Optimization exercise on an open flow, not production practice. RTL: at most simulated, not proved equivalent. Function not checked: runs 1, 3 and 4. Power: default activity.

**design.v**
```verilog
module uart_rx (
    input  wire        clk,
    input  wire        rst_n,
    input  wire        rx,
    output wire        m_valid,
    output reg  [15:0] m_data
);
    reg [3:0] phase;
    reg [8:0] c_clocks;
    reg       c_words;
    wire idle   = (phase == 4'b0001);
    wire c_zero = (c_clocks == 9'd0);
    always @(posedge clk or negedge rst_n) begin
        if (!rst_n) begin
            phase   <= 4'b0001;
            c_words <= 1'b0;
            m_data  <= 16'd0;
        end else if (idle) begin
            if (!rx)
                phase <= 4'b0111;
        end else if (c_zero) begin
            phase <= phase + 4'd1;
            if (phase[3])
                m_data <= {rx, m_data[15:1]};
            if (phase == 4'b1111)
                c_words <= !c_words;
        end
    end
    always @(posedge clk) begin
        if (idle)
            c_clocks <= 9'd216;
        else if (c_zero)
            c_clocks <= 9'd433;
        else
            c_clocks <= c_clocks - 9'd1;
    end
    assign m_valid = (phase == 4'b0000) && (c_clocks == 9'd433) && !c_words;
endmodule
module pwm_9ch (
    input  wire        clk,
    input  wire        rst_n,
    input  wire        rx_valid,
    input  wire [15:0] rx_data,
    output reg  [3:0]  pkt_count,
    output reg  [8:0]  pwm_out
);
    reg [15:0] counter;
    reg [15:0] pend;
    reg [15:0] slot [0:8];
    reg [3:0]  ph;
    reg        f1, f2, ip;
    wire [8:0] phs, qs;
    genvar j;
    generate
        for (j = 0; j < 9; j = j + 1) begin : dec
            assign phs[j] = (ph == j);
            assign qs[j]  = (pkt_count == ((j + 2) % 9));
        end
    endgenerate
    wire inj = ip && |(phs & {qs[0], qs[1], qs[2], qs[3], qs[4], qs[5], qs[6], qs[7], qs[8]});
    always @(posedge clk or negedge rst_n) begin
        if (!rst_n) begin
            counter   <= 16'd0;
            pkt_count <= 4'd0;
            f1        <= 1'b1;
            f2        <= 1'b1;
            ip        <= 1'b0;
        end else begin
            counter <= counter + 16'd1;
            if (rx_valid) begin
                ip <= 1'b1;
                if (pkt_count == 4'd8) begin
                    pkt_count <= 4'd0;
                    f1        <= 1'b0;
                end else begin
                    pkt_count <= pkt_count + 4'd1;
                end
                if (!f1 && pkt_count == 4'd0)
                    f2 <= 1'b0;
            end else if (inj) begin
                ip <= 1'b0;
            end
        end
    end
    always @(posedge clk)
        ph <= (ph == 4'd8) ? 4'd0 : ph + 4'd1;
    wire [15:0] add_a = inj ? pend : slot[8];
    wire [15:0] add_b = inj ? ~counter : 16'hfff7;
    wire [16:0] sum   = {1'b0, add_a} + {1'b0, add_b};
    wire [16:0] pdiff   = {1'b0, pend} + {1'b0, ~counter};
    wire        lt_pend = pdiff[16];
    always @(posedge clk) begin
        slot[0] <= sum[15:0];
        if (inj)
            pend <= rx_data;
    end
    genvar s;
    generate
        for (s = 1; s < 9; s = s + 1) begin : ring
            always @(posedge clk)
                slot[s] <= slot[s - 1];
        end
    endgenerate
    wire [8:0] eq;
    generate
        for (s = 0; s < 9; s = s + 1) begin : cmp
            assign eq[s] = (slot[s] == s);
        end
    endgenerate
    wire cnt_zero = (counter == 16'd0);
    genvar k;
    generate
        for (k = 0; k < 9; k = k + 1) begin : ch
            wire win = ip && qs[k];
            wire zero;
            if (k == 8) begin : z8
                assign zero = f2;
            end else begin : zk
                assign zero = f1 && (pkt_count < (k + 2));
            end
            wire [8:0] eqr = {eq, eq} >> k;
            wire hit = |(phs & eqr);
            always @(posedge clk or negedge rst_n) begin
                if (!rst_n)
                    pwm_out[k] <= 1'b0;
                else if (win)
                    pwm_out[k] <= !zero && lt_pend;
                else
                    pwm_out[k] <= !zero && (cnt_zero || pwm_out[k]) && !hit;
            end
        end
    endgenerate
endmodule
module sev_seg_decorder(
    input  [3:0] digit,
    output [6:0] seg
);
  assign seg[0] = (~digit[3]&~digit[2]&~digit[1]&digit[0]) | (~digit[3]&digit[2]&~digit[1]&~digit[0]) | (digit[3]&digit[2]&~digit[1]&digit[0]) | (digit[3]&~digit[2]&digit[1]&digit[0]);
  assign seg[1] = (~digit[3]&digit[2]&~digit[1]&digit[0]) | (digit[3]&digit[2]&~digit[0]) | (digit[2]&digit[1]&~digit[0]) | (digit[3]&digit[1]&digit[0]);
  assign seg[2] = (digit[3]&digit[2]&digit[1]) | (~digit[3]&~digit[2]&digit[1]&~digit[0]) | (digit[3]&digit[2]&~digit[0]);
  assign seg[3] = (~digit[3]&~digit[2]&~digit[1]&digit[0]) | (~digit[3]&digit[2]&~digit[1]&~digit[0]) | (digit[3]&~digit[2]&digit[1]&~digit[0]) | (digit[2]&digit[1]&digit[0]);
  assign seg[4] = (~digit[3]&digit[0]) | (~digit[2]&~digit[1]&digit[0]) | (~digit[3]&digit[2]&~digit[1]);
  assign seg[5] = (~digit[3]&~digit[2]&digit[0]) | (~digit[3]&~digit[2]&digit[1]) | (digit[3]&digit[2]&~digit[1]&digit[0]) | (~digit[3]&digit[1]&digit[0]);
  assign seg[6] = (~digit[3]&~digit[2]&~digit[1]) | (digit[3]&digit[2]&~digit[1]&~digit[0]) | (~digit[3]&digit[2]&digit[1]&digit[0]);
endmodule
module uart_pwm_top (
    input  wire       clk,
    input  wire       rst_n,
    input  wire       uart_rx,
    output wire [8:0] pwm_out,
    output wire [6:0] seg0,
    output wire [6:0] seg1,
    output wire [6:0] seg2,
    output wire [6:0] seg3,
    output wire [3:0] pkt_count
);
    wire        rx_valid;
    wire [15:0] rx_data;
    uart_rx uart_rx_inst (
        .clk(clk), .rst_n(rst_n), .rx(uart_rx),
        .m_data(rx_data), .m_valid(rx_valid)
    );
    pwm_9ch pwm_inst (
        .clk(clk), .rst_n(rst_n),
        .rx_valid(rx_valid), .rx_data(rx_data),
        .pkt_count(pkt_count), .pwm_out(pwm_out)
    );
    sev_seg_decorder seg_inst0 (.digit(rx_data[3:0]),   .seg(seg0));
    sev_seg_decorder seg_inst1 (.digit(rx_data[7:4]),   .seg(seg1));
    sev_seg_decorder seg_inst2 (.digit(rx_data[11:8]),  .seg(seg2));
    sev_seg_decorder seg_inst3 (.digit(rx_data[15:12]), .seg(seg3));
endmodule
```
**flow/run.sh**
```bash
#!/bin/bash
# Layout flow: the standard flow (standard.sh), with two changes.
#  1. Synthesis runs ORFS's own scripts, except that ABC maps for area
#     (flow/abc_area.script in place of abc_speed.script) and Yosys's
#     adder extraction is off (ADDER_MAP_FILE empty), so ABC sees all the
#     logic. Registers are mapped before ABC, exactly as in the standard
#     synthesis.
#  2. Ports are buffered with sky130_fd_sc_hd__buf_1.
# Each step's full output goes to its own log file in this folder.
set -euo pipefail
W=$(pwd)

mkdir -p "$W/scripts_area"
for f in "$FLOW_HOME"/scripts/*; do
  ln -sf "$f" "$W/scripts_area/"
done
rm -f "$W/scripts_area/abc_speed.script"
cp "$W/flow/abc_area.script" "$W/scripts_area/abc_speed.script"

bash standard.sh "SCRIPTS_DIR=$W/scripts_area" "ADDER_MAP_FILE=" synth > "$W/synth.log" 2>&1

bash standard.sh "BUFFER_PORTS_ARGS=-buffer_cell sky130_fd_sc_hd__buf_1" \
  "CTS_ARGS=-sink_clustering_enable -repair_clock_nets -buf_list sky130_fd_sc_hd__clkbuf_4 -dont_use_dummy_load -sink_clustering_size 10 -sink_clustering_max_diameter 60" finish > "$W/layout.log" 2>&1
```
**flow/abc_area.script**
```
&get -n
&st
&dc2
&b -a
&dch
&nf -a -R 1000
&st
&dc2
&dch
&nf -a -R 1000
&put
topo
dnsize
```
**standard.sh**
```bash
#!/bin/bash
# synth_recipe.tcl (not shown) runs the flow's synth.tcl, then flattens the netlist and writes it again
# the make line also repeats each setting of config.mk as NAME=value (left out here)
make -C /OpenROAD-flow-scripts/flow DESIGN_CONFIG=/design/flow/config.mk WORK_HOME=/design/flow/orfs CLKGATE_MAP_FILE= SYNTH_SCRIPT=/design/flow/synth_recipe.tcl "${@:-finish}"
```
**config.mk**
```make
export PLATFORM = sky130hd
export DESIGN_NAME = uart_pwm_top
export DESIGN_NICKNAME = uart_pwm_top
export VERILOG_FILES = /design/flow/design.v
export SDC_FILE = /design/flow/constraint.sdc
export NUM_CORES = 4
export LEC_CHECK = 0
export CAP_MARGIN = 20
export CORE_MARGIN = 2
export CORE_UTILIZATION = 40
export SLEW_MARGIN = 20
```
**constraint.sdc**
```tcl
create_clock -name core_clock -period 20.0 [get_ports {clk}]
set_input_delay 4.0000 -clock core_clock [delete_from_list [all_inputs] [get_ports {clk}]]
set_output_delay 4.0000 -clock core_clock [all_outputs]
set_load 0.01 [all_outputs]
```
==> impl_metrics.py, run 1 <==
metrics = {
    "status": {
        "outcome": "timing/DRC/antenna clean",
    },
    "timing": {
        "max_freq_mhz": 166,
        "slew_violations": 0,
        "hold_viol": 0,
        "fin_crit_ps": 6030,
        "hold-worst-slack_ps": 328,
        "rsz0062_at_grt": "false",
        "fin_skew_ps": 70.2,
        "relSlewSlack_pct": 37.9,
        "timing.final.crit_share_pct": 30.2,
        "fin_tns_setup_ps": 0,
        "setup_viol": 0,
        "worst-slew-pin-transition_ps": 930,
    },
    "floorplan": {
        "die_y_um": 148,
        "start_util_pct": 40.7,
        "die_x_um": 148,
        "fp-row-count": 52,
        "fp.dieArea_um2": 21800,
        "boundaryPins": 44,
        "core_um2": 20200,
    },
    "pwr": {
        "p_per_area_nw_per_um2": 78.8,
        "vdd_drop_max_mv": 0.0411,
        "p_leak_nw": 3.46,
    },
    "synthesis": {
        "synth_seq_cells": 226,
        "synth_fp_nets": 784,
        "ys_types": 54,
        "seq_area_frac_synth_pct": 60.1,
        "synth_area_leaders": "dfxtp_1 (38%), dfrtp_1 (15%), edfxtp_1 (5.8%), nand2_1 (3.1%), nor2_1 (3.1%)",
        "async_reset_ff_share_pct": 23.5,
        "syn_avg_cell_area_um2": 10.5,
        "netlist_area_um2": 8240,
        "synth_top_area_share_pct": 38.1,
        "synth-edff-count": 16,
        "yosysWarnings": 3,
        "synth_largest_area_cell": "dfxtp_1",
        "synthTopCellsByCount": "dfxtp_1 (157), nand2_1 (69), nor2_1 (67), dfrtp_1 (50)",
        "synth.most_common_cell": "dfxtp_1",
        "synthesis.instances": 781,
        "synthFlopType": "dfxtp_1",
    },
    "min_path": {
        "hp-start": "pwm_inst.slot[2][0]$_DFF_P_",
        "min_path_type": "flip-flop to flip-flop",
        "whs_path_depth": 0,
    },
    "global_route": {
        "grt_usage_pct": 16.7,
        "antenna_found_initial": 1,
        "first_global_vias": 5813,
        "grt_max_degree": 54,
        "grt_pass1_wl_um": 29700,
        "grt-ovfl-total": 0,
    },
    "worst_setup_path": {
        "startpoint": "uart_rx_inst.m_data[1]$_DFFE_PN0P_",
        "critPathLaunchType": "flip-flop",
        "cpPeakStageDelay_ps": 500,
        "worstRegToRegCells": 21,
        "cp_slowest_cell": "dfrtp_1",
        "cp.required_ps": 16000,
        "cp_cell_sequence": "or3_1 -> a21o_1 -> o311ai_0 -> buf_1",
        "critPathTopFamily": "flip-flops",
        "cp.depth": 4,
        "worstPathMaxFanout": 11,
        "reg2reg_from": "pwm_inst.ph[2]$_SDFF_PP0_",
        "critPathArrivalTime_ps": 2030,
        "worstSetupPathType": "flip-flop to primary output",
        "worstSetupEndpointType": "primary output",
        "cp_num_buf_inv": 1,
    },
    "drt": {
        "wl_per_cell_um": 16.0,
        "wl_met2_um": 8020,
        "vias": 6104,
        "drt-vias-per-instance": 5.43,
        "wl_um": 18100,
        "dr.pass1.iters": 6,
        "drtIter0Drc": 513,
        "wl_met1_um": 8490,
        "dr.max_layer_used": "met4",
        "wl_met3_um": 1180,
        "drc_errors": 0,
        "drtAntennaViolNets": 0,
    },
    "cts": {
        "cts_sinks": 226,
        "cts_resized": 0,
        "cts_buffers": 27,
        "hold_buffers": 0,
        "clkTransAtPathRegs_ps": 120,
        "htreeDepth": 1,
        "clk_latency_ps": 640,
        "postCtsSetupBuffers": 0,
        "clockBufferDepth": 3,
        "cts_tree": "built",
        "root_buffer": "clkbuf_4",
    },
    "layout": {
        "nNetsFinal": 859,
        "drive_gt1_share_pct": 4.10,
        "nFillCells": 1934,
        "area_growth_pct": 8.90,
        "fin_area_um2": 8970,
        "post-route-util_pct": 44.3,
        "instances_no_fill": 1125,
    },
    "placed_design": {
        "placed_cells": 1097,
        "dp_hpwl_um": 12500,
        "place_congestion": 0.872,
        "io_buffers": 43,
        "postPlaceCellArea_um2": 8770,
    },
    "run": {
        "maxCapViolCount": 0,
    },
}
[report_power, final]
group           total, W  internal, W  switching (W)  leakage, nW
Combinational  0.0000281    0.0000138      0.0000143         1.18
Clock           0.000197    0.0000619       0.000135        0.124
Sequential      0.000482     0.000469      0.0000127         2.16
[flip-flops by register name, summed over array words and instances (netlist names)]
signal,cells
pwm_inst.slot,144
pwm_inst.pkt_count,4
pwm_inst.pend,16
uart_rx_inst.c_words,1
pwm_inst.pwm_out,9
pwm_inst.f1,1
uart_rx_inst.phase,4
pwm_inst.f2,1
pwm_inst.counter,16
pwm_inst.ph,4
uart_rx_inst.m_data,16
uart_rx_inst.c_clocks,9
pwm_inst.ip,1
[layout make-up]
type                       instances  area [um2]  area share (%)
antenna                            1        2.50          0.0279
inverter                          13        48.8           0.544
timing repair buffer              46         185            2.06
tap                              270         338            3.77
sequential                       226        4950            55.2
clock buffer                      27         203            2.26
multi-input combinational        542        3240            36.1
[cell usage in the layout, fill, tap and decap left out, drive strengths merged, types with 7 or more instances in the layout]
| cell type | synthesis | final |
|---|---|---|
| nor2 | 67 | 67 |
| o22ai | 30 | 30 |
| clkinv | 13 | 13 |
| nor3 | 8 | 8 |
| o211ai | 13 | 13 |
| nor4 | 38 | 38 |
| nand2b | 20 | 20 |
| edfxtp | 16 | 16 |
| a21oi | 41 | 41 |
| dfrtp | 50 | 50 |
| buf | 0 | 45 |
| xnor2 | 15 | 15 |
| nor4b | 7 | 7 |
| dfxtp | 157 | 157 |
| mux2 | 15 | 15 |
| nand2 | 69 | 69 |
| clkbuf | 0 | 28 |
| nor2b | 19 | 19 |
| nand4 | 13 | 13 |
| o21ai | 41 | 41 |
| o22a | 7 | 7 |
| xor2 | 21 | 21 |
| nand3 | 34 | 34 |
[stage by stage]
step                      power (W)  setup WS [ps]
after floorplan            0.000512          14560
after global placement     0.000519          14480
after detailed placement   0.000520          14360
after CTS                  0.000715          13910
after global routing       0.000741          13470
final                      0.000707          13970
[logic make-up after synthesis]
group / after synthesis / share of synthesized area [%]
simple gates: 306 / 19.0
flops: 226 / 60.1
compound gates: 183 / 14.2
xor+xnor: 36 / 3.83
mux: 16 / 2.17
buf+inv: 13 / 0.592
fa+ha+maj: 1 / 0.121
[per-layer routing]
layer | up-vias | global-route usage (%)
li1 | 3054 | -
met1 | 2787 | 23.9
met2 | 231 | 25.5
met3 | 32 | 3.21
met4 | 0 | 5.38
met5 | - | 0
[path summary, 6_finish.rpt]
check                                                     to  slack, ps
setup / recovery                                     seg0[3]      13970
hold / removal                   pwm_inst.slot[3][0]$_DFF_P_        330
setup reg to reg                pwm_inst.slot[0][14]$_DFF_P_      14310
hold reg to reg                  pwm_inst.slot[3][0]$_DFF_P_        330
max in group asynchronous  uart_rx_inst.phase[2]$_DFFE_PN0P_      15990
min in group asynchronous      pwm_inst.pwm_out[3]$_DFF_PN0_       3480
==> run 2, diff against run 1 <==
--- a/design.v
+++ b/design.v
@@ -84,13 +84,10 @@
     end
     always @(posedge clk)
         ph <= (ph == 4'd8) ? 4'd0 : ph + 4'd1;
-    wire [15:0] add_a = inj ? pend : slot[8];
-    wire [15:0] add_b = inj ? ~counter : 16'hfff7;
-    wire [16:0] sum   = {1'b0, add_a} + {1'b0, add_b};
     wire [16:0] pdiff   = {1'b0, pend} + {1'b0, ~counter};
     wire        lt_pend = pdiff[16];
     always @(posedge clk) begin
-        slot[0] <= sum[15:0];
+        slot[0] <= inj ? pdiff[15:0] : slot[8] - 16'd9;
         if (inj)
             pend <= rx_data;
     end
==> run 2 against run 1 <==
- critical path depth did not move
- cell count up 2.8%
- clock power about the same
- wire length decreased by 6.7%
- maximum frequency hardly changed
- critical path type unchanged
- synthesized cell count increased by 3.7%
- non-clock buffer count increased by 3
- clock-buffer cell count unchanged
- area after synthesis increased by 1.7%
==> impl_metrics.py, run 2 <==
metrics = {
    "layout": {
        "mostFrequentLayoutCells": "dfxtp_1 (157), nand2_1 (81), nor2_1 (76)",
        "largest_reg_flops": 144,
        "nFillCells": 1963,
        "nNetsFinal": 891,
        "fin_area_um2": 9130,
        "top_register": "pwm_inst.slot",
        "layout_commonest_cell": "dfxtp_1",
        "instances_no_fill": 1157,
        "drive_gt1_share_pct": 4.18,
        "area_growth_pct": 8.96,
        "post-route-util_pct": 44.8,
    },
    "placed_design": {
        "io_buffers": 43,
        "postPlaceCellArea_um2": 8920,
        "placed_cells": 1129,
        "place_congestion": 0.892,
        "pre_cts_slack_ps": 14660,
        "dp_hpwl_um": 11900,
    },
    "synthesis": {
        "synth_fp_nets": 813,
        "synth_top_area_share_pct": 37.5,
        "synth-edff-count": 16,
        "synth_seq_cells": 226,
        "async_reset_ff_share_pct": 23.5,
        "seq_area_frac_synth_pct": 59.1,
        "yosysWarnings": 3,
        "ys_types": 49,
        "syn_avg_cell_area_um2": 10.3,
        "synthTopCellsByCount": "dfxtp_1 (157), nand2_1 (81), nor2_1 (76), dfrtp_1 (50), a21oi_1 (48)",
        "synth_area_leaders": "dfxtp_1 (38%), dfrtp_1 (15%), edfxtp_1 (5.7%), nand2_1 (3.6%), nor2_1 (3.4%)",
        "synthFlopType": "dfxtp_1",
        "synth_largest_area_cell": "dfxtp_1",
        "synth.most_common_cell": "dfxtp_1",
        "synthesis.instances": 810,
        "netlist_area_um2": 8380,
    },
    "drt": {
        "wl_per_cell_um": 14.5,
        "drtAntennaViolNets": 0,
        "drt-vias-per-instance": 5.26,
        "vias": 6090,
        "drtIter0Drc": 390,
        "wl_um": 16800,
        "dr.pass1.iters": 5,
        "drc_errors": 0,
    },
    "timing": {
        "rsz0062_at_grt": "false",
        "fin_crit_ps": 6030,
        "relSlewSlack_pct": 39.4,
        "slew_violations": 0,
        "max_freq_mhz": 166,
        "fin_skew_ps": 70.3,
        "worst-slew-pin-transition_ps": 903,
        "fin_tns_setup_ps": 0,
        "setup_viol": 0,
        "timing.final.crit_share_pct": 30.2,
        "finalWorstSetupSlack_ps": 13970,
        "hold_viol": 0,
    },
    "global_route": {
        "grt-ovfl-total": 0,
        "antenna_found_initial": 1,
        "grt_usage_pct": 15.3,
        "first_global_vias": 5706,
        "grt_max_degree": 54,
        "grt_pass1_wl_um": 27800,
    },
    "cts": {
        "hold_buffers": 0,
        "clkTransAtPathRegs_ps": 100,
        "clk_latency_ps": 660,
        "cts_tree": "built",
        "root_buffer": "clkbuf_4",
        "cts_sinks": 226,
        "postCtsSetupBuffers": 0,
        "clockBufferDepth": 3,
        "htreeDepth": 1,
        "cts_resized": 0,
        "cts_buffers": 27,
    },
    "worst_setup_path": {
        "cpPeakStageDelay_ps": 490,
        "critPathTopFamily": "flip-flops",
        "worstSetupEndpointType": "primary output",
        "worstPathMaxFanout": 11,
        "cp_slowest_cell": "dfrtp_1",
        "cp_cell_sequence": "or3_1 -> a21o_1 -> o311ai_0 -> buf_1",
        "critPathLaunchType": "flip-flop",
        "critPathArrivalTime_ps": 2030,
        "worstSetupPathType": "flip-flop to primary output",
        "cp_num_buf_inv": 1,
        "cp.required_ps": 16000,
    },
    "pwr": {
        "p_leak_nw": 3.42,
        "p_per_area_nw_per_um2": 71.6,
        "vdd_drop_max_mv": 0.0325,
    },
    "floorplan": {
        "die_y_um": 149,
        "fp.dieArea_um2": 22100,
        "core_um2": 20400,
        "start_util_pct": 41.1,
        "boundaryPins": 44,
        "fp-row-count": 52,
        "die_x_um": 149,
    },
    "min_path": {
        "min_path_type": "flip-flop to flip-flop",
    },
    "status": {
        "outcome": "timing/DRC/antenna clean",
    },
    "run": {
        "maxCapViolCount": 0,
    },
}
## run 2: path summary, 6_finish.rpt
kind	from	to	slack [ps]	depth (start not counted)
worst max register to register	pwm_inst.counter[0]$_DFF_PN0_	pwm_inst.pwm_out[5]$_DFF_PN0_	16260	13
worst min-delay path	pwm_inst.slot[2][10]$_DFF_P_	pwm_inst.slot[3][10]$_DFF_P_	310	0
min in group asynchronous	rst_n	pwm_inst.counter[10]$_DFF_PN0_	3470	2
max in group asynchronous	rst_n	pwm_inst.pwm_out[1]$_DFF_PN0_	16040	2
worst max-delay path	uart_rx_inst.m_data[5]$_DFFE_PN0P_	seg1[3]	13970	4
worst min register to register	pwm_inst.slot[2][10]$_DFF_P_	pwm_inst.slot[3][10]$_DFF_P_	310	0
## run 2: area by class of cell
type / instances / area (um2) / area share [%]
diodes: 1 / 2.50 / 0.0274
well taps: 270 / 338 / 3.70
clock buffers: 27 / 203 / 2.22
inverters: 18 / 67.6 / 0.740
flip-flops and latches: 226 / 4950 / 54.3
multi-input cells: 566 / 3360 / 36.8
repair buffers: 49 / 208 / 2.28
## run 2: cells by family after synthesis
| logic type | share of synthesized area (%) |
|---|---|
| adders and majority gates | 0.358 |
| AOI/OAI and AO/OA | 13.4 |
| muxes | 2.00 |
| DFF | 59.1 |
| xor gates and xnor gates | 5.02 |
| buffers and inverters | 0.807 |
| and+or+nand+nor | 19.3 |
## run 2: through the flow
step	hold slack [ps]	total power, W
floorplan	323	0.000467
global placement	332	0.000470
detailed placement	335	0.000470
CTS	290	0.000665
global route	312	0.000681
finish	315	0.000653
## run 2: report_power, final
part	internal [W]	leakage, nW	switching [W]	total [W]
registers	0.000456	2.09	0.000000280	0.000456
clock network	0.0000619	0.124	0.000132	0.000194
logic	0.000000524	1.21	0.00000249	0.00000301
## run 2: metal layers
layer | part of all wire, % | routed length [um] | global-route usage, %
met1 | 48 | 8000 | 21.0
met2 | 45 | 7620 | 25.1
met3 | 4.9 | 825 | 2.67
met4 | 2.3 | 388 | 4.38
met5 | 0 | 0 | 0
## run 2: worst reg2reg max path, cell delays in order, from the launching register on
cell	delay (ps)
dfrtp_1	520
nor2b_1	130
maj3_1	400
maj3_1	400
o21a_1	220
nand3_1	70
nand3_1	100
and3_1	200
o31ai_1	380
o31ai_1	190
a31oi_1	250
o21ai_1	320
o31ai_1	340
a21oi_1	70
==> run 3, diff against run 2 <==
--- a/design.v
+++ b/design.v
@@ -84,10 +84,13 @@
     end
     always @(posedge clk)
         ph <= (ph == 4'd8) ? 4'd0 : ph + 4'd1;
+    wire [15:0] add_a = inj ? pend : slot[8];
+    wire [15:0] add_b = inj ? ~counter : 16'hfff7;
+    wire [16:0] sum   = {1'b0, add_a} + {1'b0, add_b};
     wire [16:0] pdiff   = {1'b0, pend} + {1'b0, ~counter};
     wire        lt_pend = pdiff[16];
     always @(posedge clk) begin
-        slot[0] <= inj ? pdiff[15:0] : slot[8] - 16'd9;
+        slot[0] <= sum[15:0];
         if (inj)
             pend <= rx_data;
     end
--- a/flow/run.sh
+++ b/flow/run.sh
@@ -20,4 +20,4 @@
 bash standard.sh "SCRIPTS_DIR=$W/scripts_area" "ADDER_MAP_FILE=" synth > "$W/synth.log" 2>&1
 
 bash standard.sh "BUFFER_PORTS_ARGS=-buffer_cell sky130_fd_sc_hd__buf_1" \
-  "CTS_ARGS=-sink_clustering_enable -repair_clock_nets -buf_list sky130_fd_sc_hd__clkbuf_4 -dont_use_dummy_load -sink_clustering_size 10 -sink_clustering_max_diameter 60" finish > "$W/layout.log" 2>&1
+  "CTS_ARGS=-sink_clustering_enable -repair_clock_nets -buf_list sky130_fd_sc_hd__clkbuf_4 -dont_use_dummy_load -sink_clustering_size 8 -sink_clustering_max_diameter 50" finish > "$W/layout.log" 2>&1
==> run 3 against run 2 <==
- still clean on timing, DRC and antenna
- area after synthesis shrank 1.6%
- global-route usage grew 1.5 points
- first-iteration DRC count increased by 39%
- register-to-register slack worse by 2000 ps
- highest routed layer unchanged
==> impl_metrics.py, run 3 <==
metrics = {
    "global_route": {
        "grt-ovfl-total": 0,
        "grt_pass1_wl_um": 29700,
        "grt_usage_pct": 16.8,
        "first_global_vias": 5884,
        "antenna_found_initial": 1,
        "grt_max_degree": 54,
    },
    "min_path": {
        "hp-start": "pwm_inst.slot[0][5]$_DFF_P_",
        "whs_endpoint": "pwm_inst.slot[1][5]$_DFF_P_",
        "min_path_type": "flip-flop to flip-flop",
        "whs_path_depth": 0,
    },
    "synthesis": {
        "synth_fp_nets": 784,
        "synth_area_leaders": "dfxtp_1 (38%), dfrtp_1 (15%), edfxtp_1 (5.8%), nand2_1 (3.1%), nor2_1 (3.1%)",
        "synth_top_area_share_pct": 38.1,
        "netlist_area_um2": 8240,
        "seq_area_frac_synth_pct": 60.1,
        "synth_largest_area_cell": "dfxtp_1",
        "ys_types": 54,
        "synth.most_common_cell": "dfxtp_1",
        "synthesis.instances": 781,
        "synth_seq_cells": 226,
        "async_reset_ff_share_pct": 23.5,
        "synth-edff-count": 16,
        "synthFlopType": "dfxtp_1",
        "syn_avg_cell_area_um2": 10.5,
        "yosysWarnings": 3,
        "synthTopCellsByCount": "dfxtp_1 (157), nand2_1 (69), nor2_1 (67), dfrtp_1 (50)",
    },
    "timing": {
        "hold-worst-slack_ps": 298,
        "worst-slew-pin-transition_ps": 979,
        "fin_crit_ps": 5970,
        "setup_viol": 0,
        "rsz0062_at_grt": "false",
        "fin_skew_ps": 77.3,
        "hold_viol": 0,
        "timing.final.crit_share_pct": 29.8,
        "slew_violations": 0,
        "fin_tns_setup_ps": 0,
        "relSlewSlack_pct": 34.6,
        "max_freq_mhz": 168,
    },
    "floorplan": {
        "boundaryPins": 44,
        "fp.dieArea_um2": 21800,
        "die_x_um": 148,
        "fp-row-count": 52,
        "die_y_um": 148,
        "core_um2": 20200,
        "start_util_pct": 40.7,
    },
    "layout": {
        "nNetsFinal": 868,
        "drive_gt1_share_pct": 5.10,
        "nFillCells": 1936,
        "top_register": "pwm_inst.slot",
        "layout_commonest_cell": "dfxtp_1",
        "largest_reg_flops": 144,
        "fin_area_um2": 9040,
        "area_growth_pct": 9.72,
        "mostFrequentLayoutCells": "dfxtp_1 (157), nand2_1 (69), nor2_1 (67)",
    },
    "placed_design": {
        "io_buffers": 43,
        "postPlaceCellArea_um2": 8770,
        "dp_hpwl_um": 12500,
        "place_congestion": 0.872,
    },
    "cts": {
        "cts_sinks": 226,
        "htreeDepth": 2,
        "clkTransAtPathRegs_ps": 80,
        "cts_resized": 0,
        "cts_buffers": 36,
        "cts_tree": "built",
        "clockBufferDepth": 3,
        "root_buffer": "clkbuf_4",
        "hold_buffers": 0,
        "clk_latency_ps": 610,
        "postCtsSetupBuffers": 0,
    },
    "worst_setup_path": {
        "cp_cell_sequence": "or3_1 -> a21o_1 -> o311ai_0 -> buf_1",
        "critPathLaunchType": "flip-flop",
        "worstRegToRegCells": 21,
        "worstSetupEndpointType": "primary output",
        "cp_slowest_cell": "dfrtp_1",
        "cp.required_ps": 16000,
        "worstPathMaxFanout": 11,
        "r2r-end": "pwm_inst.slot[0][14]$_DFF_P_",
        "critPathArrivalTime_ps": 1970,
        "cpPeakStageDelay_ps": 490,
        "worstSetupPathType": "flip-flop to primary output",
        "r2r_setup_slack_ps": 14280,
        "reg2reg_from": "pwm_inst.ph[2]$_SDFF_PP0_",
    },
    "drt": {
        "drtAntennaViolNets": 0,
        "wl_um": 18100,
        "dr.pass1.iters": 8,
        "drtIter0Drc": 542,
        "wl_per_cell_um": 16.0,
        "vias": 6123,
        "drc_errors": 0,
        "drt-vias-per-instance": 5.40,
    },
    "pwr": {
        "comb_power_share_pct": 3.9,
        "p_leak_nw": 3.50,
        "finalPower_w": 0.000731,
        "p_sw_w": 0.000166,
        "vdd_drop_max_mv": 0.0309,
        "p_int_w": 0.000566,
        "clockPowerShare_pct": 30.3,
        "switching_share_pct": 22.6,
        "p_per_area_nw_per_um2": 80.9,
        "pwr-share-seq_pct": 65.8,
    },
    "status": {
        "outcome": "timing/DRC/antenna clean",
    },
    "run": {
        "maxCapViolCount": 0,
    },
}
==> run 3: changes by cell type in the layout (fill, tap and decap cells not counted), sizes merged, moves of 6 or more <==
cell / change
xnor2: -10
nand4: +6
nor2: -9
a21oi: -7
a221oi: -14
o22ai: +17
o31ai: -6
a22oi: -12
nand2: -12
o22a: +7
clkbuf: +9
o211ai: +11
and4: -7
==> run 3: worst max-delay path by stage <==
stage / start / cells after the start / endpoint
5_1_grt: pwm_inst.ph[2]$_SDFF_PP0_ / 21 / pwm_inst.slot[0][14]$_DFF_P_
6_report: uart_rx_inst.m_data[5]$_DFFE_PN0P_ / 4 / seg1[3]
4_1_cts: uart_rx_inst.m_data[5]$_DFFE_PN0P_ / 4 / seg1[3]
3_5_place_dp: pwm_inst.ph[2]$_SDFF_PP0_ / 21 / pwm_inst.slot[0][14]$_DFF_P_
3_3_place_gp: pwm_inst.ph[2]$_SDFF_PP0_ / 21 / pwm_inst.slot[0][14]$_DFF_P_
2_1_floorplan: pwm_inst.pkt_count[0]$_DFFE_PN0P_ / 20 / pwm_inst.slot[0][14]$_DFF_P_
==> run 3: metal layers <==
layer | share of wire [%] | GRT usage, % | vias to the layer above
li1 | - | - | 3068
met1 | 48 | 23.5 | 2828
met2 | 44 | 25.5 | 196
met3 | 6.0 | 3.86 | 31
met4 | 1.9 | 6.20 | 0
met5 | 0 | 0 | -
==> run 3: per-stage QoR <==
stage | setup slack, ps | cells | utilization [%]
2_1_floorplan | 14560 | 781 | -
3_3_place_gp | 14480 | 1097 | 43.3
3_5_place_dp | 14360 | 1097 | 43.3
4_1_cts | 13970 | 1133 | 44.7
5_1_grt | 13470 | 1134 | 44.7
6_report | 14030 | 1134 | 44.7
==> run 3: worst max-delay path: cells and delay by family, from the launching register on <==
kind                   cells  cell delay, ps
AND/OR/NAND/NOR            1             430
AO/OA/AOI/OAI              2             280
buffers and inverters      1             190
flip-flops                 1             490
==> run 3: layout make-up <==
class / count / area (um2) / area share [%]
diodes: 1 / 2.50 / 0.0277
clock buffers: 36 / 270 / 2.99
inverters: 13 / 48.8 / 0.540
multi-input cells: 542 / 3240 / 35.9
flip-flops and latches: 226 / 4950 / 54.8
well taps: 270 / 338 / 3.74
repair buffers: 46 / 185 / 2.05
==> run 3: logic make-up after synthesis <==
logic type               share of synthesized area (%)
multiplexers                                      2.17
AO/OA/AOI/OAI                                     14.2
XOR/XNOR                                          3.83
adder cells (fa/ha/maj)                          0.121
buffers and inverters                            0.592
flip-flops                                        60.1
AND/OR/NAND/NOR                                   19.0
==> run 3: power by group through the flow <==
stage	logic (W)	clock network, W	registers [W]
after floorplan	0.0000230	0	0.000489
after global placement	0.0000282	0	0.000491
after detailed placement	0.0000290	0	0.000491
after CTS	0.0000289	0.000232	0.000481
after global routing	0.0000334	0.000250	0.000484
final	0.0000283	0.000222	0.000481
==> run 4, diff against run 3 <==
--- a/flow/run.sh
+++ b/flow/run.sh
@@ -20,4 +20,4 @@
 bash standard.sh "SCRIPTS_DIR=$W/scripts_area" "ADDER_MAP_FILE=" synth > "$W/synth.log" 2>&1
 
 bash standard.sh "BUFFER_PORTS_ARGS=-buffer_cell sky130_fd_sc_hd__buf_1" \
-  "CTS_ARGS=-sink_clustering_enable -repair_clock_nets -buf_list sky130_fd_sc_hd__clkbuf_4 -dont_use_dummy_load -sink_clustering_size 8 -sink_clustering_max_diameter 50" finish > "$W/layout.log" 2>&1
+  "CTS_ARGS=-sink_clustering_enable -repair_clock_nets -buf_list {sky130_fd_sc_hd__clkbuf_4 sky130_fd_sc_hd__clkbuf_8} -dont_use_dummy_load -sink_clustering_size 12 -sink_clustering_max_diameter 60" finish > "$W/layout.log" 2>&1
==> run 4 against run 3 <==
- clock power increased by 9%
- sequential cell count unchanged
- design area is 0.48% higher
- die area unchanged
- critical path type unchanged
- critical endpoint unchanged
==> impl_metrics.py, run 4 <==
metrics = {
    "layout": {
        "area_growth_pct": 10.3,
        "top_register": "pwm_inst.slot",
        "drive_gt1_share_pct": 3.65,
        "nFillCells": 1912,
        "fin_area_um2": 9080,
        "nNetsFinal": 855,
        "post-route-util_pct": 44.9,
        "layout_commonest_cell": "dfxtp_1",
        "largest_reg_flops": 144,
        "diodes": 0,
        "mostFrequentLayoutCells": "dfxtp_1 (157), nand2_1 (69), nor2_1 (67)",
    },
    "floorplan": {
        "fp.dieArea_um2": 21800,
        "core_um2": 20200,
        "boundaryPins": 44,
        "die_y_um": 148,
        "fp-row-count": 52,
        "die_x_um": 148,
        "start_util_pct": 40.7,
    },
    "synthesis": {
        "synth-edff-count": 16,
        "synth_top_area_share_pct": 38.1,
        "synthesis.instances": 781,
        "ys_types": 54,
        "async_reset_ff_share_pct": 23.5,
        "synth.most_common_cell": "dfxtp_1",
        "syn_avg_cell_area_um2": 10.5,
        "yosysWarnings": 3,
        "synth_seq_cells": 226,
        "synth_largest_area_cell": "dfxtp_1",
        "synth_area_leaders": "dfxtp_1 (38%), dfrtp_1 (15%), edfxtp_1 (5.8%), nand2_1 (3.1%), nor2_1 (3.1%)",
        "synthFlopType": "dfxtp_1",
        "seq_area_frac_synth_pct": 60.1,
        "synthTopCellsByCount": "dfxtp_1 (157), nand2_1 (69), nor2_1 (67), dfrtp_1 (50)",
        "synth_fp_nets": 784,
        "netlist_area_um2": 8240,
    },
    "cts": {
        "cts_resized": 0,
        "clkTransAtPathRegs_ps": 70,
        "htreeDepth": 1,
        "clk_latency_ps": 510,
        "hold_buffers": 0,
        "cts_tree": "built",
        "postCtsSetupBuffers": 0,
        "clockBufferDepth": 3,
        "root_buffer": "clkbuf_8",
        "cts_buffers": 23,
        "cts_sinks": 226,
    },
    "global_route": {
        "grt_pass1_wl_um": 29600,
        "grt-ovfl-total": 0,
        "first_global_vias": 5773,
        "grt_max_degree": 54,
        "grt_usage_pct": 16.6,
        "antenna_found_initial": 0,
    },
    "timing": {
        "fin_skew_ps": 37.8,
        "timing.final.crit_share_pct": 29.5,
        "setup_viol": 0,
        "worst-slew-pin-transition_ps": 950,
        "relSlewSlack_pct": 36.5,
        "fin_tns_setup_ps": 0,
        "max_freq_mhz": 170,
        "slew_violations": 0,
        "hold_viol": 0,
        "fin_crit_ps": 5890,
        "rsz0062_at_grt": "false",
    },
    "drt": {
        "wl_um": 18100,
        "drc_errors": 0,
        "drt-vias-per-instance": 5.43,
        "dr.max_layer_used": "met4",
        "dr.pass1.iters": 6,
        "wl_met3_um": 1130,
        "vias": 6084,
        "drtIter0Drc": 545,
        "wl_per_cell_um": 16.1,
        "drtAntennaViolNets": 0,
        "wl_met2_um": 7910,
        "wl_met1_um": 8580,
    },
    "worst_setup_path": {
        "r2r_setup_slack_ps": 14300,
        "startpoint": "uart_rx_inst.m_data[5]$_DFFE_PN0P_",
        "cp_slowest_cell": "dfrtp_1",
        "reg2reg_from": "pwm_inst.ph[2]$_SDFF_PP0_",
        "critPathArrivalTime_ps": 1890,
        "cpPeakStageDelay_ps": 490,
        "critPathLaunchType": "flip-flop",
        "worstSetupEndpointType": "primary output",
        "worstSetupPathType": "flip-flop to primary output",
        "worstRegToRegCells": 21,
        "cp.required_ps": 16000,
        "worstPathMaxFanout": 11,
        "r2r-end": "pwm_inst.slot[0][14]$_DFF_P_",
        "crit_end": "seg1[3]",
        "cp_cell_sequence": "or3_1 -> a21o_1 -> o311ai_0 -> buf_1",
    },
    "min_path": {
        "min_path_type": "flip-flop to flip-flop",
    },
    "placed_design": {
        "place_congestion": 0.872,
        "postPlaceCellArea_um2": 8770,
        "dp_hpwl_um": 12500,
        "io_buffers": 43,
    },
    "run": {
        "maxCapViolCount": 0,
    },
    "status": {
        "outcome": "timing/DRC/antenna clean",
    },
    "pwr": {
        "p_leak_nw": 3.50,
        "p_per_area_nw_per_um2": 82.6,
        "vdd_drop_max_mv": 0.0413,
    },
}
## run 4: cells by family (layout without fill, tap and decap cells)
group / count (synthesis) / after routing / synth area share [%]
AND/OR/NAND/NOR: 306 / 306 / 19.0
flip-flops: 226 / 226 / 60.1
AO/OA/AOI/OAI: 183 / 183 / 14.2
XOR/XNOR: 36 / 36 / 3.83
multiplexers: 16 / 16 / 2.17
buffers and inverters: 13 / 82 / 0.592
adder cells (fa/ha/maj): 1 / 1 / 0.121
## run 4: stage by stage
| stage | setup slack (ps) | power, W | hold WS [ps] | instances |
|---|---|---|---|---|
| 4_1_cts | 14070 | 0.000760 | 338 | 1120 |
| 3_5_place_dp | 14360 | 0.000520 | 331 | 1097 |
| 2_1_floorplan | 14560 | 0.000512 | 323 | 781 |
| 5_1_grt | 13450 | 0.000784 | 345 | 1120 |
| 3_3_place_gp | 14480 | 0.000519 | 329 | 1097 |
| 6_report | 14110 | 0.000751 | 326 | 1120 |
## run 4: worst min-delay path by stage
stage	from	to	slack [ps]	depth (start not counted)
6_report	pwm_inst.slot[0][10]$_DFF_P_	pwm_inst.slot[1][10]$_DFF_P_	330	0
5_1_grt	pwm_inst.slot[0][14]$_DFF_P_	pwm_inst.slot[1][14]$_DFF_P_	340	0
4_1_cts	pwm_inst.slot[0][10]$_DFF_P_	pwm_inst.slot[1][10]$_DFF_P_	340	0
3_5_place_dp	pwm_inst.slot[5][0]$_DFF_P_	pwm_inst.slot[6][0]$_DFF_P_	330	0
3_3_place_gp	pwm_inst.slot[4][2]$_DFF_P_	pwm_inst.slot[5][2]$_DFF_P_	330	0
2_1_floorplan	pwm_inst.slot[5][0]$_DFF_P_	pwm_inst.slot[6][0]$_DFF_P_	320	0
## run 4: area by class of cell
| type | count | area [um2] | area share, % |
|---|---|---|---|
| sequential | 226 | 4950 | 54.5 |
| clock buffer | 23 | 317 | 3.48 |
| multi-input combinational | 542 | 3240 | 35.7 |
| inverter | 13 | 48.8 | 0.537 |
| timing repair buffer | 46 | 185 | 2.04 |
| tap | 270 | 338 | 3.72 |
## run 4: worst max-delay path, delay by kind of cell, from the launching register on
kind	cells	cell delay [ps]
compound gates	2	280
buf+inv	1	190
flops	1	490
simple gates	1	430
## run 4: where the power goes
part           internal, W  leakage, nW  switching, W
combinational    0.0000138         1.18     0.0000142
sequential        0.000469         2.16     0.0000126
clock             0.000102        0.165      0.000139
## run 4: routing by layer
metal,global-route usage [%],vias to the layer above
met5,0,-
met4,4.71,0
met3,3.40,44
met2,25.5,222
met1,23.9,2791
li1,-,3027
==> run 5, diff against run 4 <==
--- a/design.v
+++ b/design.v
@@ -5,11 +5,14 @@
     output wire        m_valid,
     output reg  [15:0] m_data
 );
+    localparam [8:0] T_END   = 9'h1ff;   
+    localparam [8:0] T_START = 9'd418;   
+    localparam [8:0] T_BIT   = 9'd197;   
     reg [3:0] phase;
-    reg [8:0] c_clocks;
+    reg [8:0] timer;
     reg       c_words;
-    wire idle   = (phase == 4'b0001);
-    wire c_zero = (c_clocks == 9'd0);
+    wire idle    = (phase == 4'b0001);
+    wire t_end   = (timer == T_END);
     always @(posedge clk or negedge rst_n) begin
         if (!rst_n) begin
             phase   <= 4'b0001;
@@ -18,7 +21,7 @@
         end else if (idle) begin
             if (!rx)
                 phase <= 4'b0111;
-        end else if (c_zero) begin
+        end else if (t_end) begin
             phase <= phase + 4'd1;
             if (phase[3])
                 m_data <= {rx, m_data[15:1]};
@@ -28,13 +31,13 @@
     end
     always @(posedge clk) begin
         if (idle)
-            c_clocks <= 9'd216;
-        else if (c_zero)
-            c_clocks <= 9'd433;
+            timer <= T_START;
+        else if (t_end)
+            timer <= T_BIT;
         else
-            c_clocks <= c_clocks - 9'd1;
+            timer <= {timer[7:0], timer[8] ^ timer[4]};
     end
-    assign m_valid = (phase == 4'b0000) && (c_clocks == 9'd433) && !c_words;
+    assign m_valid = (phase == 4'b0000) && (timer == T_BIT) && !c_words;
 endmodule
 module pwm_9ch (
     input  wire        clk,
@@ -49,14 +52,14 @@
     reg [15:0] slot [0:8];
     reg [3:0]  ph;
     reg        f1, f2, ip;
-    wire [8:0] phs, qs;
-    genvar j;
-    generate
-        for (j = 0; j < 9; j = j + 1) begin : dec
-            assign phs[j] = (ph == j);
-            assign qs[j]  = (pkt_count == ((j + 2) % 9));
-        end
-    endgenerate
+    function automatic [8:0] dec9(input [3:0] v);
+        dec9 = {v[3],
+                v[2:0] == 3'd7, v[2:0] == 3'd6, v[2:0] == 3'd5, v[2:0] == 3'd4,
+                v[2:0] == 3'd3, v[2:0] == 3'd2, v[2:0] == 3'd1, v == 4'd0};
+    endfunction
+    wire [8:0] phs = dec9(ph);
+    wire [8:0] pks = dec9(pkt_count);
+    wire [8:0] qs  = {pks[1:0], pks[8:2]};
     wire inj = ip && |(phs & {qs[0], qs[1], qs[2], qs[3], qs[4], qs[5], qs[6], qs[7], qs[8]});
     always @(posedge clk or negedge rst_n) begin
         if (!rst_n) begin
@@ -69,13 +72,13 @@
             counter <= counter + 16'd1;
             if (rx_valid) begin
                 ip <= 1'b1;
-                if (pkt_count == 4'd8) begin
+                if (pkt_count[3]) begin
                     pkt_count <= 4'd0;
                     f1        <= 1'b0;
                 end else begin
                     pkt_count <= pkt_count + 4'd1;
                 end
-                if (!f1 && pkt_count == 4'd0)
+                if (!f1 && pks[0])
                     f2 <= 1'b0;
             end else if (inj) begin
                 ip <= 1'b0;
@@ -83,7 +86,7 @@
         end
     end
     always @(posedge clk)
-        ph <= (ph == 4'd8) ? 4'd0 : ph + 4'd1;
+        ph <= ph[3] ? 4'd0 : ph + 4'd1;
     wire [15:0] add_a = inj ? pend : slot[8];
     wire [15:0] add_b = inj ? ~counter : 16'hfff7;
     wire [16:0] sum   = {1'b0, add_a} + {1'b0, add_b};
--- a/flow/run.sh
+++ b/flow/run.sh
@@ -20,4 +20,4 @@
 bash standard.sh "SCRIPTS_DIR=$W/scripts_area" "ADDER_MAP_FILE=" synth > "$W/synth.log" 2>&1
 
 bash standard.sh "BUFFER_PORTS_ARGS=-buffer_cell sky130_fd_sc_hd__buf_1" \
-  "CTS_ARGS=-sink_clustering_enable -repair_clock_nets -buf_list {sky130_fd_sc_hd__clkbuf_4 sky130_fd_sc_hd__clkbuf_8} -dont_use_dummy_load -sink_clustering_size 12 -sink_clustering_max_diameter 60" finish > "$W/layout.log" 2>&1
+  "CTS_ARGS=-sink_clustering_enable -repair_clock_nets -buf_list sky130_fd_sc_hd__clkbuf_4 -dont_use_dummy_load -sink_clustering_size 9 -sink_clustering_max_diameter 55" finish > "$W/layout.log" 2>&1
==> flow/abc_area.script (replaced) <==
&get -n
&st
&dc2
&b -a
&st
&dc2
&dch
&nf -a -R 1000
&st
&dc2
&dch
&nf -a -R 1000
&st
&deepsyn -T 60
&nf -a -R 1000
&put
topo
dnsize
==> run 5 against run 4 <==
- still clean on timing, DRC and antenna
- synthesized cell count down 5.9%
- clock skew up 7.6 ps
- core utilization down 0.27 points
- design area down 3.8%
- hold slack better by 12 ps
- global-route usage down 1.6 points
- sequential share of layout area up 2.1 points
- maximum frequency down 10%
- via count down 7.7%
- sequential power down 5.2%
- setup slack worse by 690 ps
- critical endpoint is now seg3[3]
- largest cell class unchanged
==> impl_metrics.py, run 5 <==
metrics = {
    "cts": {
        "clockBufferDepth": 3,
        "clk_latency_ps": 640,
        "postCtsSetupBuffers": 0,
        "root_buffer": "clkbuf_4",
        "cts_resized": 0,
        "clkTransAtPathRegs_ps": 90,
        "htreeDepth": 1,
        "cts_buffers": 29,
        "cts_tree": "built",
        "cts_sinks": 226,
        "hold_buffers": 0,
    },
    "timing": {
        "max_freq_mhz": 152,
        "relSlewSlack_pct": 39.7,
        "timing.final.crit_share_pct": 32.9,
        "slew_violations": 0,
        "fin_crit_ps": 6580,
        "setup_viol": 0,
        "hold_viol": 0,
        "worst-slew-pin-transition_ps": 898,
        "fin_tns_setup_ps": 0,
        "fin_skew_ps": 45.4,
        "rsz0062_at_grt": "false",
    },
    "worst_setup_path": {
        "r2r-end": "pwm_inst.pwm_out[4]$_DFF_PN0_",
        "worstPathMaxFanout": 9,
        "r2r_setup_slack_ps": 14840,
        "reg2reg_from": "pwm_inst.counter[1]$_DFF_PN0_",
        "critPathLaunchType": "flip-flop",
        "cp.required_ps": 16000,
        "critPathTopFamily": "compound AO/OA/AOI/OAI gates",
        "cp_common_cell": "o21ai_0",
        "cp_num_buf_inv": 2,
        "critPathArrivalTime_ps": 2580,
        "worstSetupEndpointType": "primary output",
        "cp_cell_sequence": "clkinv_1 -> o21ai_0 -> nand4_1 -> o211ai_1 -> o21ai_0 -> o221ai_1 -> buf_1",
        "cp_slowest_cell": "dfrtp_1",
        "worstSetupPathType": "flip-flop to primary output",
        "cpPeakStageDelay_ps": 530,
        "worstRegToRegCells": 27,
    },
    "layout": {
        "layout_commonest_cell": "dfxtp_1",
        "area_growth_pct": 9.10,
        "largest_reg_flops": 144,
        "drive_gt1_share_pct": 4.33,
        "instances_no_fill": 1075,
        "nFillCells": 1916,
        "post-route-util_pct": 44.6,
        "top_register": "pwm_inst.slot",
        "nNetsFinal": 814,
        "mostFrequentLayoutCells": "dfxtp_1 (157), nand2_1 (66), dfrtp_1 (50)",
        "fin_area_um2": 8740,
    },
    "synthesis": {
        "synth_adder_area_share_pct": 0,
        "netlist_area_um2": 8010,
        "synth_compound_area_share_pct": 12.5,
        "synth_seq_cells": 226,
        "synth_top_family_by_area": "simple AND/OR/NAND/NOR gates",
        "synth_top_area_share_pct": 39.2,
        "synth_area_leaders": "dfxtp_1 (39%), dfrtp_1 (16%), edfxtp_1 (6.0%), nand2_1 (3.1%), xnor2_1 (2.8%)",
        "syn_avg_cell_area_um2": 10.9,
        "synth_largest_area_cell": "dfxtp_1",
        "async_reset_ff_share_pct": 23.5,
        "seq_area_frac_synth_pct": 61.8,
        "synthTopCellsByCount": "dfxtp_1 (157), nand2_1 (66), dfrtp_1 (50), nor2_1 (42), o21ai_0 (35)",
        "yosysWarnings": 3,
        "ys_types": 49,
        "synthesis.instances": 735,
        "synth_xor_area_share_pct": 4.70,
        "synthMuxAreaShare_pct": 2.25,
        "yosys.area_share.simple_pct": 17.6,
        "synth_fp_nets": 738,
        "synth.most_common_cell": "dfxtp_1",
        "synth-edff-count": 16,
        "synthFlopType": "dfxtp_1",
    },
    "drt": {
        "dr.pass1.iters": 5,
        "drtIter0Drc": 367,
        "wl_per_cell_um": 14.9,
        "drc_errors": 0,
        "drt-vias-per-instance": 5.23,
        "wl_um": 16100,
        "drtAntennaViolNets": 0,
        "vias": 5618,
    },
    "min_path": {
        "min_path_type": "flip-flop to flip-flop",
        "whs_endpoint": "pwm_inst.slot[3][11]$_DFF_P_",
        "whs_path_depth": 0,
        "hp-start": "pwm_inst.slot[2][11]$_DFF_P_",
    },
    "global_route": {
        "grt_pass1_wl_um": 26300,
        "grt-ovfl-total": 0,
        "antenna_found_initial": 2,
        "grt_max_degree": 54,
        "grt_usage_pct": 15.0,
        "first_global_vias": 5370,
    },
    "pwr": {
        "p_leak_nw": 3.27,
        "p_per_area_nw_per_um2": 75.2,
        "p_int_w": 0.000523,
        "clockPowerShare_pct": 30.2,
        "comb_power_share_pct": 0.4,
        "vdd_drop_max_mv": 0.0434,
        "p_sw_w": 0.000135,
        "switching_share_pct": 20.5,
        "pwr-share-seq_pct": 69.4,
    },
    "placed_design": {
        "dp_hpwl_um": 11200,
        "postPlaceCellArea_um2": 8520,
        "placed_cells": 1045,
        "place_congestion": 0.894,
        "io_buffers": 43,
    },
    "run": {
        "maxCapViolCount": 0,
    },
    "floorplan": {
        "fp.dieArea_um2": 21200,
        "core_um2": 19600,
        "boundaryPins": 44,
        "start_util_pct": 40.9,
        "die_x_um": 146,
        "die_y_um": 146,
        "fp-row-count": 51,
    },
    "status": {
        "outcome": "timing/DRC/antenna clean",
    },
}
==> run 5: changes by cell type after synthesis, sizes merged, moves of 6 or more <==
cell    change
a21oi       -8
clkinv     +11
nand3      -13
nand3b      -6
nor2       -25
o211ai      -8
o21ai       -6
o221ai     +10
o22a        -7
o22ai      -11
or2         +9
or3         +7
xnor2      +11
==> run 5: stage by stage <==
step	setup WS [ps]	total power (W)	hold WS, ps
6_report	13420	0.000657	338
3_5_place_dp	14090	0.000469	330
2_1_floorplan	14190	0.000466	323
4_1_cts	13350	0.000669	311
5_1_grt	13100	0.000686	342
3_3_place_gp	14190	0.000469	331
==> run 5: cell type report <==
class	count	area, um2	share of cell area (%)
Clock buffer	29	218	2.49
Multi-Input combinational cell	485	2970	34.0
Inverter	24	90.1	1.03
Timing Repair Buffer	45	178	2.03
Tap cell	265	332	3.79
Antenna cell	1	2.50	0.0286
Sequential cell	226	4950	56.7
==> run 5: cells by family (layout without fill, tap and decap cells) <==
logic type	Yosys count	count (layout)
flip-flops	226	226
multiplexers	16	16
buffers and inverters	24	98
other	0	1
AO/OA/AOI/OAI	156	156
AND/OR/NAND/NOR	270	270
XOR/XNOR	43	43
==> run 5: layer usage <==
layer	global-route usage (%)	part of all wire [%]	up-vias	wire, um
met5	0	0.075	-	12
met4	5.49	2.9	2	459
met3	2.82	6.2	52	996
met2	23.8	44	199	7070
met1	20.6	47	2529	7530
li1	-	-	2836	-
==> run 5: how the worst max path moves through the flow <==
stage,start,end,cells past startpoint
4_1_cts,uart_rx_inst.m_data[2]$_DFFE_PN0P_,seg0[3],7
6_report,uart_rx_inst.m_data[14]$_DFFE_PN0P_,seg3[3],7
3_3_place_gp,uart_rx_inst.m_data[6]$_DFFE_PN0P_,seg1[3],7
5_1_grt,uart_rx_inst.m_data[2]$_DFFE_PN0P_,seg0[3],7
2_1_floorplan,uart_rx_inst.m_data[2]$_DFFE_PN0P_,seg0[3],6
3_5_place_dp,uart_rx_inst.m_data[14]$_DFFE_PN0P_,seg3[3],7
==> run 5: power groups by stage <==
stage	Combinational, W	Sequential (W)	Clock, W
after global routing	0.00000338	0.000456	0.000226
after global placement	0.00000296	0.000466	0
final	0.00000274	0.000456	0.000199
after floorplan	0.000000228	0.000466	0
after detailed placement	0.00000300	0.000466	0
after CTS	0.00000299	0.000456	0.000210
==> run 6, diff against run 5 <==
--- a/design.v
+++ b/design.v
@@ -85,8 +85,11 @@
             end
         end
     end
-    always @(posedge clk)
-        ph <= ph[3] ? 4'd0 : ph + 4'd1;
+    always @(posedge clk or negedge rst_n)
+        if (!rst_n)
+            ph <= 4'd0;
+        else
+            ph <= ph[3] ? 4'd0 : ph + 4'd1;
     wire [15:0] add_a = inj ? pend : slot[8];
     wire [15:0] add_b = inj ? ~counter : 16'hfff7;
     wire [16:0] sum   = {1'b0, add_a} + {1'b0, add_b};
==> flow/abc_area.script (replaced) <==
&get -n
&st
&deepsyn -T 40
&nf -a -R 1000
&put
topo
dnsize
==> run 6 against run 5 <==
- largest power group unchanged
- die area shrank 1.4%
- clock-buffer cell count is the same
- clock power is essentially flat
- wire length shrank 4.2%
- sequential share of layout area grew 1.0 points
- global-route usage grew 0.35 points
- setup slack gained 110 ps
- maximum frequency grew 1.7%
- highest routed layer is now met4
- hold slack lost 39 ps
- cell count shrank 1.3%
- critical endpoint is now seg1[3]
- synthesized cell count shrank 1.9%
- core utilization shrank 0.16 points
- still clean
==> impl_metrics.py, run 6 <==
metrics = {
    "pwr": {
        "vdd_drop_max_mv": 0.0338,
        "p_sw_w": 0.000135,
        "comb_power_share_pct": 0.4,
        "switching_share_pct": 20.6,
        "clockPowerShare_pct": 30.3,
        "pwr-share-seq_pct": 69.3,
        "p_leak_nw": 3.17,
        "p_per_area_nw_per_um2": 76.3,
        "p_int_w": 0.000523,
    },
    "floorplan": {
        "core_um2": 19400,
        "fp-row-count": 51,
        "start_util_pct": 40.7,
        "die_x_um": 145,
        "fp.dieArea_um2": 20900,
        "boundaryPins": 44,
        "die_y_um": 145,
    },
    "drt": {
        "drtAntennaViolNets": 0,
        "dr.pass1.iters": 7,
        "wl_per_cell_um": 14.5,
        "vias": 5425,
        "drt-vias-per-instance": 5.11,
        "drc_errors": 0,
        "wl_um": 15400,
        "drtIter0Drc": 324,
    },
    "cts": {
        "clk_latency_ps": 650,
        "cts_resized": 0,
        "cts_sinks": 226,
        "hold_buffers": 0,
        "postCtsSetupBuffers": 0,
        "htreeDepth": 1,
        "root_buffer": "clkbuf_4",
        "clkTransAtPathRegs_ps": 90,
        "cts_buffers": 29,
        "clockBufferDepth": 3,
        "cts_tree": "built",
    },
    "global_route": {
        "grt_max_degree": 58,
        "grt-ovfl-total": 0,
        "grt_usage_pct": 15.4,
        "antenna_found_initial": 1,
        "grt_pass1_wl_um": 25700,
        "first_global_vias": 5272,
    },
    "status": {
        "outcome": "timing/DRC/antenna clean",
    },
    "run": {
        "maxCapViolCount": 0,
    },
    "worst_setup_path": {
        "critPathArrivalTime_ps": 2470,
        "worstSetupEndpointType": "primary output",
        "cpPeakStageDelay_ps": 470,
        "cp.required_ps": 16000,
        "cp_common_cell": "o211ai_1",
        "worstPathMaxFanout": 9,
        "cp_cell_sequence": "nand2b_1 -> and2_0 -> or3_1 -> o211ai_1 -> o22ai_1 -> o211ai_1 -> buf_1",
        "critPathLaunchType": "flip-flop",
        "worstSetupPathType": "flip-flop to primary output",
        "cp_slowest_cell": "dfrtp_1",
    },
    "synthesis": {
        "syn_avg_cell_area_um2": 11.0,
        "synth_top_area_share_pct": 38.8,
        "synth_largest_area_cell": "dfxtp_1",
        "synth_area_leaders": "dfxtp_1 (39%), dfrtp_1 (17%), edfxtp_1 (6.1%), nand2_1 (3.6%), a21oi_1 (2.6%)",
        "synth-edff-count": 16,
        "synth_fp_nets": 724,
        "synthFlopType": "dfxtp_1",
        "async_reset_ff_share_pct": 25.2,
        "synthTopCellsByCount": "dfxtp_1 (153), nand2_1 (75), dfrtp_1 (54), a21oi_1 (41), nor2_1 (39)",
        "synth_seq_cells": 226,
        "netlist_area_um2": 7900,
        "yosysWarnings": 3,
        "synth.most_common_cell": "dfxtp_1",
        "ys_types": 51,
        "seq_area_frac_synth_pct": 63.0,
        "synthesis.instances": 721,
    },
    "placed_design": {
        "io_buffers": 43,
        "place_congestion": 0.891,
        "dp_hpwl_um": 10800,
        "placed_cells": 1031,
        "postPlaceCellArea_um2": 8410,
    },
    "timing": {
        "max_freq_mhz": 155,
        "slew_violations": 0,
        "timing.final.crit_share_pct": 32.4,
        "rsz0062_at_grt": "false",
        "hold_viol": 0,
        "fin_tns_setup_ps": 0,
        "fin_crit_ps": 6470,
        "fin_skew_ps": 65.5,
        "relSlewSlack_pct": 31.4,
        "worst-slew-pin-transition_ps": 1020,
        "setup_viol": 0,
        "hold-worst-slack_ps": 299,
    },
    "layout": {
        "layout_commonest_cell": "dfxtp_1",
        "top_register": "pwm_inst.slot",
        "area_growth_pct": 9.24,
        "multi_input_area_um2": 2820,
        "nNetsFinal": 800,
        "drive_gt1_share_pct": 4.40,
        "mostFrequentLayoutCells": "dfxtp_1 (153), nand2_1 (75), dfrtp_1 (54)",
        "instances_no_fill": 1061,
        "nFillCells": 1876,
        "largest_reg_flops": 144,
        "seqCellArea_um2": 4970,
        "fin_area_um2": 8630,
    },
    "min_path": {
        "min_path_type": "flip-flop to flip-flop",
    },
}
==> run 6: worst max-delay path, delay by kind of cell (launching register included) <==
kind | cells | cell delay (ps)
and+or+nand+nor | 3 | 720
DFF | 1 | 470
AOI/OAI and AO/OA | 3 | 470
buffers and inverters | 1 | 170
==> run 6: per-stage QoR <==
stage	util [%]	total power, W	setup WS [ps]
finish	44.5	0.000658	13530
global route	44.5	0.000686	13300
CTS	44.5	0.000667	13480
detailed placement	43.3	0.000469	14220
global placement	43.3	0.000469	14270
floorplan	-	0.000466	14220
==> run 6: cell families (layout without fill, tap and decap cells) <==
| family | count (synthesis) | count (layout) | synth area share, % |
|---|---|---|---|
| adders and majority gates | 5 | 5 | 0.634 |
| other | 0 | 1 | 0 |
| buffers and inverters | 28 | 102 | 1.33 |
| and+or+nand+nor | 253 | 253 | 16.3 |
| muxes | 16 | 16 | 2.19 |
| DFF | 226 | 226 | 63.0 |
| AOI/OAI and AO/OA | 159 | 159 | 12.8 |
| xor gates and xnor gates | 34 | 34 | 3.77 |
==> run 6: area by class of cell <==
class	count	share of cell area, %
inverters	28	1.22
repair buffers	45	2.06
well taps	265	3.84
clock buffers	29	2.52
multi-input cells	467	32.7
flip-flops and latches	226	57.7
diodes	1	0.0290
==> run 6: per-layer routing <==
metal / vias to the layer above / global-route usage, % / part of all wire, %
li1: 2793 / - / -
met1: 2487 / 21.6 / 48
met2: 119 / 24.4 / 46
met3: 26 / 2.55 / 4.8
met4: 0 / 4.70 / 1.7
met5: - / 0 / 0
==> run 6: final timing paths <==
path | startpoint | endpoint | slack [ps] | depth (start not counted)
max | uart_rx_inst.m_data[6]$_DFFE_PN0P_ | seg1[3] | 13530 | 7
min | pwm_inst.slot[3][10]$_DFF_P_ | pwm_inst.slot[4][10]$_DFF_P_ | 300 | 0
max reg2reg | pwm_inst.counter[1]$_DFF_PN0_ | pwm_inst.pwm_out[7]$_DFF_PN0_ | 14430 | 23
min reg2reg | pwm_inst.slot[3][10]$_DFF_P_ | pwm_inst.slot[4][10]$_DFF_P_ | 300 | 0
max in group asynchronous | rst_n | uart_rx_inst.m_data[0]$_DFFE_PN0P_ | 15940 | 2
min in group asynchronous | rst_n | uart_rx_inst.m_data[8]$_DFFE_PN0P_ | 3520 | 2
==> run 6: power groups by stage <==
| stage | Combinational (W) | Clock [W] | Sequential (W) |
|---|---|---|---|
| 3_3_place_gp | 0.00000308 | 0 | 0.000466 |
| 4_1_cts | 0.00000312 | 0.000208 | 0.000456 |
| 3_5_place_dp | 0.00000311 | 0 | 0.000466 |
| 2_1_floorplan | 0.000000185 | 0 | 0.000466 |
| 5_1_grt | 0.00000354 | 0.000226 | 0.000456 |
| 6_report | 0.00000278 | 0.000199 | 0.000456 |
==> run 7, diff against run 6 <==
--- a/config.mk
+++ b/config.mk
@@ -7,5 +7,6 @@
 export LEC_CHECK = 0
 export CAP_MARGIN = 20
 export CORE_MARGIN = 2
-export CORE_UTILIZATION = 40
+export CORE_UTILIZATION = 65
+export PLACE_DENSITY = 0.75
 export SLEW_MARGIN = 20
==> run 7 against run 6 <==
- still clean
- cell count down 11%
- maximum frequency is essentially flat
- clock skew decreased by 4.7 ps
- register-to-register slack gained 140 ps
- hold slack better by 5.1 ps
- clock-buffer cell count unchanged
- clock power decreased by 2%
- first-iteration DRC count grew 30%
- setup slack improved by 4.7 ps
- critical endpoint is now seg3[3]
- largest power group unchanged
- highest routed layer unchanged
==> impl_metrics.py, run 7 <==
metrics = {
    "status": {
        "outcome": "timing/DRC/antenna clean",
    },
    "floorplan": {
        "die_x_um": 114,
        "start_util_pct": 66.3,
        "fp-row-count": 40,
        "die_y_um": 114,
        "boundaryPins": 44,
    },
    "cts": {
        "htreeDepth": 1,
        "clk_latency_ps": 610,
        "cts_buffers": 29,
        "postCtsSetupBuffers": 0,
        "clockBufferDepth": 3,
        "cts_resized": 0,
        "clkTransAtPathRegs_ps": 90,
        "cts_tree": "built",
        "hold_buffers": 0,
    },
    "synthesis": {
        "yosysWarnings": 3,
        "ys_types": 51,
        "synthTopCellsByCount": "dfxtp_1 (153), nand2_1 (75), dfrtp_1 (54), a21oi_1 (41), nor2_1 (39)",
        "synth-edff-count": 16,
        "syn_avg_cell_area_um2": 11.0,
        "synth_area_leaders": "dfxtp_1 (39%), dfrtp_1 (17%), edfxtp_1 (6.1%), nand2_1 (3.6%), a21oi_1 (2.6%)",
        "synthesis.instances": 721,
        "synth_fp_nets": 724,
        "async_reset_ff_share_pct": 25.2,
        "synth_largest_area_cell": "dfxtp_1",
        "seq_area_frac_synth_pct": 63.0,
        "synthFlopType": "dfxtp_1",
        "netlist_area_um2": 7900,
    },
    "layout": {
        "drive_gt1_share_pct": 4.41,
        "area_growth_pct": 7.30,
        "top_register": "pwm_inst.slot",
        "layout_commonest_cell": "dfxtp_1",
        "largest_reg_flops": 144,
        "diodes": 0,
    },
    "min_path": {
        "min_path_type": "flip-flop to flip-flop",
    },
    "worst_setup_path": {
        "cp_slowest_cell": "dfrtp_1",
        "critPathLaunchType": "flip-flop",
        "cp_cell_sequence": "nand2b_1 -> and2_0 -> or3_1 -> o211ai_1 -> o22ai_1 -> o211ai_1 -> buf_1",
        "critPathArrivalTime_ps": 2470,
        "worstPathMaxFanout": 9,
        "cp.required_ps": 16000,
        "cp_num_buf_inv": 1,
        "cp_common_cell": "o211ai_1",
        "cpPeakStageDelay_ps": 470,
    },
    "global_route": {
        "grt_pass1_wl_um": 25900,
        "grt_max_degree": 52,
        "grt-ovfl-total": 0,
        "antenna_found_initial": 0,
    },
    "placed_design": {
        "io_buffers": 43,
        "place_congestion": 0.970,
        "pre_cts_slack_ps": 14170,
    },
    "drt": {
        "drc_errors": 0,
        "drtIter0Drc": 420,
        "wl_um": 15700,
        "wl_per_cell_um": 16.7,
        "vias": 5620,
        "dr.pass1.iters": 5,
        "drt-vias-per-instance": 5.97,
    },
    "pwr": {
        "p_leak_nw": 3.17,
        "vdd_drop_max_mv": 0.0457,
        "finalPower_w": 0.000654,
    },
    "timing": {
        "hold-worst-slack_ps": 304,
        "max_freq_mhz": 155,
        "fin_tns_setup_ps": 0,
        "finalWorstSetupSlack_ps": 13530,
        "worst-slew-pin-transition_ps": 889,
        "timing.final.crit_share_pct": 32.3,
        "slew_violations": 0,
        "hold_viol": 0,
        "relSlewSlack_pct": 40.4,
    },
    "run": {
        "maxCapViolCount": 0,
    },
}
==> run 7: cell counts after synthesis <==
No cell type changed its count.
==> run 7: path summary, 6_finish.rpt <==
| path | from | end | slack, ps | cells past startpoint |
|---|---|---|---|---|
| setup / recovery | uart_rx_inst.m_data[14]$_DFFE_PN0P_ | seg3[3] | 13530 | 7 |
| hold / removal | pwm_inst.slot[2][10]$_DFF_P_ | pwm_inst.slot[3][10]$_DFF_P_ | 300 | 0 |
| setup reg to reg | pwm_inst.counter[1]$_DFF_PN0_ | pwm_inst.pwm_out[1]$_DFF_PN0_ | 14570 | 23 |
| hold reg to reg | pwm_inst.slot[2][10]$_DFF_P_ | pwm_inst.slot[3][10]$_DFF_P_ | 300 | 0 |
| max in group asynchronous | rst_n | uart_rx_inst.m_data[2]$_DFFE_PN0P_ | 15770 | 2 |
| min in group asynchronous | rst_n | pwm_inst.pwm_out[1]$_DFF_PN0_ | 3230 | 1 |
==> run 7: logic make-up after synthesis <==
kind of cell,synth area share (%)
multiplexers,2.19
XOR/XNOR,3.77
flip-flops,63.0
AO/OA/AOI/OAI,12.8
adder cells (fa/ha/maj),0.634
buffers and inverters,1.33
AND/OR/NAND/NOR,16.3
==> run 7: final cells by class <==
class / instances / area [um2]
sequential: 226 / 4970
fill: 942 / 3440
multi-input combinational: 467 / 2820
clock buffer: 29 / 218
tap: 147 / 184
timing repair buffer: 44 / 170
inverter: 28 / 105
==> run 7: layer usage <==
metal | track usage [%] | wire, um
met5 | 0 | 0
met4 | 7.24 | 307
met3 | 3.92 | 758
met2 | 40.3 | 7490
met1 | 34.3 | 7190
==> run 7: stage by stage <==
| stage | instance area (um2) | cells | utilization, % |
|---|---|---|---|
| 2_1_floorplan | 7900 | 721 | - |
| 3_3_place_gp | 8250 | 912 | 69.3 |
| 3_5_place_dp | 8250 | 912 | 69.3 |
| 4_1_cts | 8470 | 941 | 71.1 |
| 5_1_grt | 8470 | 941 | 71.1 |
| 6_report | 8470 | 941 | 71.1 |
==> run 7: power breakdown <==
part / leakage, nW / switching [W] / internal [W]
Clock: 0.133 / 0.000129 / 0.0000664
Combinational: 0.926 / 0.00000257 / 0.000000360
Sequential: 2.11 / 0.000000179 / 0.000456
Total: 3.17 / 0.000132 / 0.000523
